From an optimization exercise on the open Yosys and OpenROAD flow, aimed at small area; shortcuts taken in it are not production practice. In this exercise RTL edits were held to simulation tests only and were not proved equivalent to the original. Power figures rest on the tool's default switching activity, not on a simulated workload.

Design top, start of the top module:
module top #(
  parameter WIDTH = 16
  ) (
    input                 clk,               
    input                 rst,               
    input                 data_in_i,         
    input                 data_in_u,         
    output                mclkin,            
    output                word_clk,          
    output [WIDTH - 1 :0] data_i,            
    output [WIDTH - 1 :0] data_u,            
    output                data_tx            
);
Size in the first run: ~900 cells after synthesis, roughly 330 flip-flops, ~39 I/O pins.
clock: 10.0 ns
lec_check: 0
cap_margin: 20
core_margin: 2
core_utilization: 40
cts_buf_list: sky130_fd_sc_hd__clkbuf_4
cts_cluster_diameter: 40
cts_cluster_size: 10
slew_margin: 20
standard.sh (not shown) runs the stock make flow with config.mk's settings and CLKGATE_MAP_FILE= SYNTH_SCRIPT=/design/flow/synth_recipe.tcl, a recipe that flattens the netlist after the stock synthesis.
==> flow/flow/run.sh <==
#!/bin/bash
# Standard layout (the standard.sh: standard synthesis, floorplan, power
# grid, placement, CTS, routing) with three settings changed:
#  - the clock tree is built from clkbuf_4 in clusters of at most 10 sinks,
#    without dummy loads;
#  - ports are buffered with buf_1 instead of the resizer's default choice;
#  - buffers inserted by ABC are removed before placement (repair_design
#    puts back what max slew/cap/fanout need).
# The full make output goes to run.log in the work folder; the ORFS logs
# of each step are under orfs/logs/.
set -euo pipefail
cd "$(dirname "$0")/.."
bash standard.sh \
  "CTS_ARGS=-sink_clustering_enable -repair_clock_nets -sink_clustering_size 10 -sink_clustering_max_diameter 40 -buf_list sky130_fd_sc_hd__clkbuf_4 -dont_use_dummy_load" \
  "BUFFER_PORTS_ARGS=-buffer_cell sky130_fd_sc_hd__buf_1" \
  "REMOVE_ABC_BUFFERS=1" \
  "RECOVER_POWER=100" \
  finish > run.log 2>&1
The baseline reached the layout checks and failed them: max-capacitance violations, max-slew violations.
==> next run, changes <==
--- a/flow/flow/run.sh
+++ b/flow/flow/run.sh
@@ -16,3 +16,2 @@
   "REMOVE_ABC_BUFFERS=1" \
-  "RECOVER_POWER=100" \
   finish > run.log 2>&1
=> With this change the flow completed without violations; die area is unchanged; global-route usage is unchanged; clock skew is lower by 0.0056 ns; cell count is unchanged; clock-buffer cell count is unchanged; routed wire length is about the same; worst setup slack is better by 0.38 ns; maximum frequency grows by a little under a tenth; design area climbs slightly.


Another version of the RTL of top (not shown whole).
Size in the first run: about 350 flip-flops, roughly 39 I/O pins, roughly 0.011 mm² of cells after synthesis.
export LEC_CHECK = 0
export CAP_MARGIN = 20
export CORE_MARGIN = 2
export CORE_UTILIZATION = 40
export SLEW_MARGIN = 20
create_clock -name core_clock -period 10.0 [get_ports {clk}]
run.sh (not shown) runs the stock make flow with config.mk's settings and CLKGATE_MAP_FILE= SYNTH_SCRIPT=/design/flow/synth_recipe.tcl, a recipe that flattens the netlist after the stock synthesis.
Stock flow here: none of the scripts above is used.
Edit:
- CTS_BUF_LIST: unset -> sky130_fd_sc_hd__clkbuf_4
Critical path depth stays the same.
Via count rose by 4.4%.
Non-clock buffer count stays the same.
Worst setup slack is worse by 200 ps.
Power fell by 7.0%.
Wire length rose by 2.5%.
Synthesized cell count is unchanged.
Global-route usage rose by 0.46 points.


run 1:
top, a different RTL version from the one above (not shown whole).
Size in the first run: about 910 cells after synthesis, ~39 I/O pins, ~0.011 mm² of cells after synthesis.
Settings: LEC_CHECK=0, CAP_MARGIN=20, CORE_MARGIN=2, CORE_UTILIZATION=40, CTS_BUF_LIST=sky130_fd_sc_hd__clkbuf_2, CTS_CLUSTER_DIAMETER=30, CTS_CLUSTER_SIZE=6, SLEW_MARGIN=20; clock period 10.0 ns.
Both conditions hold for run 1: the flow ran to the end and the final layout passed the timing, design-rule and antenna checks.
What run 2 does differently from run 1 at the input level:
Settings: swapping 30 for 40 in CTS_CLUSTER_DIAMETER; swapping sky130_fd_sc_hd__clkbuf_2 for sky130_fd_sc_hd__clkbuf_4 in CTS_BUF_LIST; swapping 6 for 10 in CTS_CLUSTER_SIZE.
==> flow/flow/run.sh (new file) <==
#!/bin/bash
# Standard layout (the standard.sh: standard synthesis, floorplan, power
# grid, placement, CTS, routing) with three settings changed:
#  - the clock tree is built from clkbuf_4 in clusters of at most 10 sinks,
#    without dummy loads;
#  - ports are buffered with buf_1 instead of the resizer's default choice;
#  - buffers inserted by ABC are removed before placement (repair_design
#    puts back what max slew/cap/fanout need).
# The full make output goes to run.log in the work folder; the ORFS logs
# of each step are under orfs/logs/.
set -euo pipefail
cd "$(dirname "$0")/.."
bash standard.sh \
  "CTS_ARGS=-sink_clustering_enable -repair_clock_nets -sink_clustering_size 10 -sink_clustering_max_diameter 40 -buf_list sky130_fd_sc_hd__clkbuf_4 -dont_use_dummy_load" \
  "BUFFER_PORTS_ARGS=-buffer_cell sky130_fd_sc_hd__buf_1" \
  "REMOVE_ABC_BUFFERS=1" \
  finish > run.log 2>&1
==> flow/standard.sh (new file) <==
#!/bin/bash
# synth_recipe.tcl (not shown) runs the flow's synth.tcl, then flattens the netlist and writes it again
# the make line also repeats each setting of config.mk as NAME=value (left out here)
make -C /OpenROAD-flow-scripts/flow DESIGN_CONFIG=/design/flow/config.mk WORK_HOME=/design/flow/orfs CLKGATE_MAP_FILE= SYNTH_SCRIPT=/design/flow/synth_recipe.tcl "${@:-finish}"
removed: flow/run.sh
Results
- Each of the runs, namely run 2 and run 1, reached the end of the flow and came out clean.
- Comparing run 2 and run 1, time the worst path needs with I/O delays and setup is higher on run 1.
- Power density over cell area: run 2 vs run 1 down 3.3 mW/mm²
- Number of global-route vias before repair down 299 in run 2 wrt run 1
#### Input delta (run 3 over run 2)
==> flow/run.sh (new file) <==
#!/bin/bash
# synth_recipe.tcl (not shown) runs the flow's synth.tcl, then flattens the netlist and writes it again
# the make line also repeats each setting of config.mk as NAME=value (left out here)
make -C /OpenROAD-flow-scripts/flow DESIGN_CONFIG=/design/flow/config.mk WORK_HOME=/design/flow/orfs CLKGATE_MAP_FILE= SYNTH_SCRIPT=/design/flow/synth_recipe.tcl finish
removed: flow/flow/run.sh
removed: flow/standard.sh
Notes after the runs:
Of the two values seen for highest-delay cell along the critical path, fa_1 was produced by run 2 and nor4_4 by run 3. Re area share of and/or/nand/nor cells after synthesis: no difference whatsoever between run 2 and run 3. From run 2 to run 3, number of resized instances in the post-cts repair step did not move at all. Going from run 2 to run 3, the worst reg-to-reg path cell count was found to have gone down by 1. Run 3 has completed all stages; timing, DRC and antenna checks passed. Run 3: via count of the routed design higher than run 2.

[afterwards: timing with drivers on the ports]
How much do the figures lean on ideal ports? The routed layouts below were timed once more, with nothing changed but the port constraints.
Step 1: set_driving_cell puts a clkbuf_16 on clk and a buf_2 on each other input, an assumption about the parent block.
Step 2 moves the port delays by t, midway between the first and last clock arrival at a register: inputs arrive t later, outputs are due t later. That takes back most of the time a late clock gives input paths.
Three values: ideal, step 1, step 2; two values: the first two.
| run | shift t [ns] | setup slack, ns | worst setup path at the end | latest minus earliest clock arrival (ns) | pins driven straight from the clock port |
|---|---|---|---|---|---|
| the first run of note 1 | 0.663 | 5.108 / 5.108 / 5.108 | register to register | 0.096 / 0.096 | 1 |
| the second run of note 1 | 0.659 | 5.490 / 5.490 / 5.490 | register to register | 0.091 / 0.090 | 1 |
| the first run of note 2 | 0.545 | 5.121 / 5.074 / 5.619 | register to output | 0.022 / 0.022 | 1 |
| the second run of note 2 | 0.709 | 4.918 / 4.878 / 5.586 | register to output | 0.072 / 0.071 | 1 |
| run 1 | 0.822 | 5.245 / 5.208 / 5.615 | register to register | 0.072 / 0.072 | 1 |
| run 2 | 0.658 | 5.678 / 5.678 / 5.678 | register to register | 0.076 / 0.076 | 1 |
| run 3 | 0.691 | 5.391 / 5.354 / 5.604 | register to register | 0.063 / 0.063 | 1 |
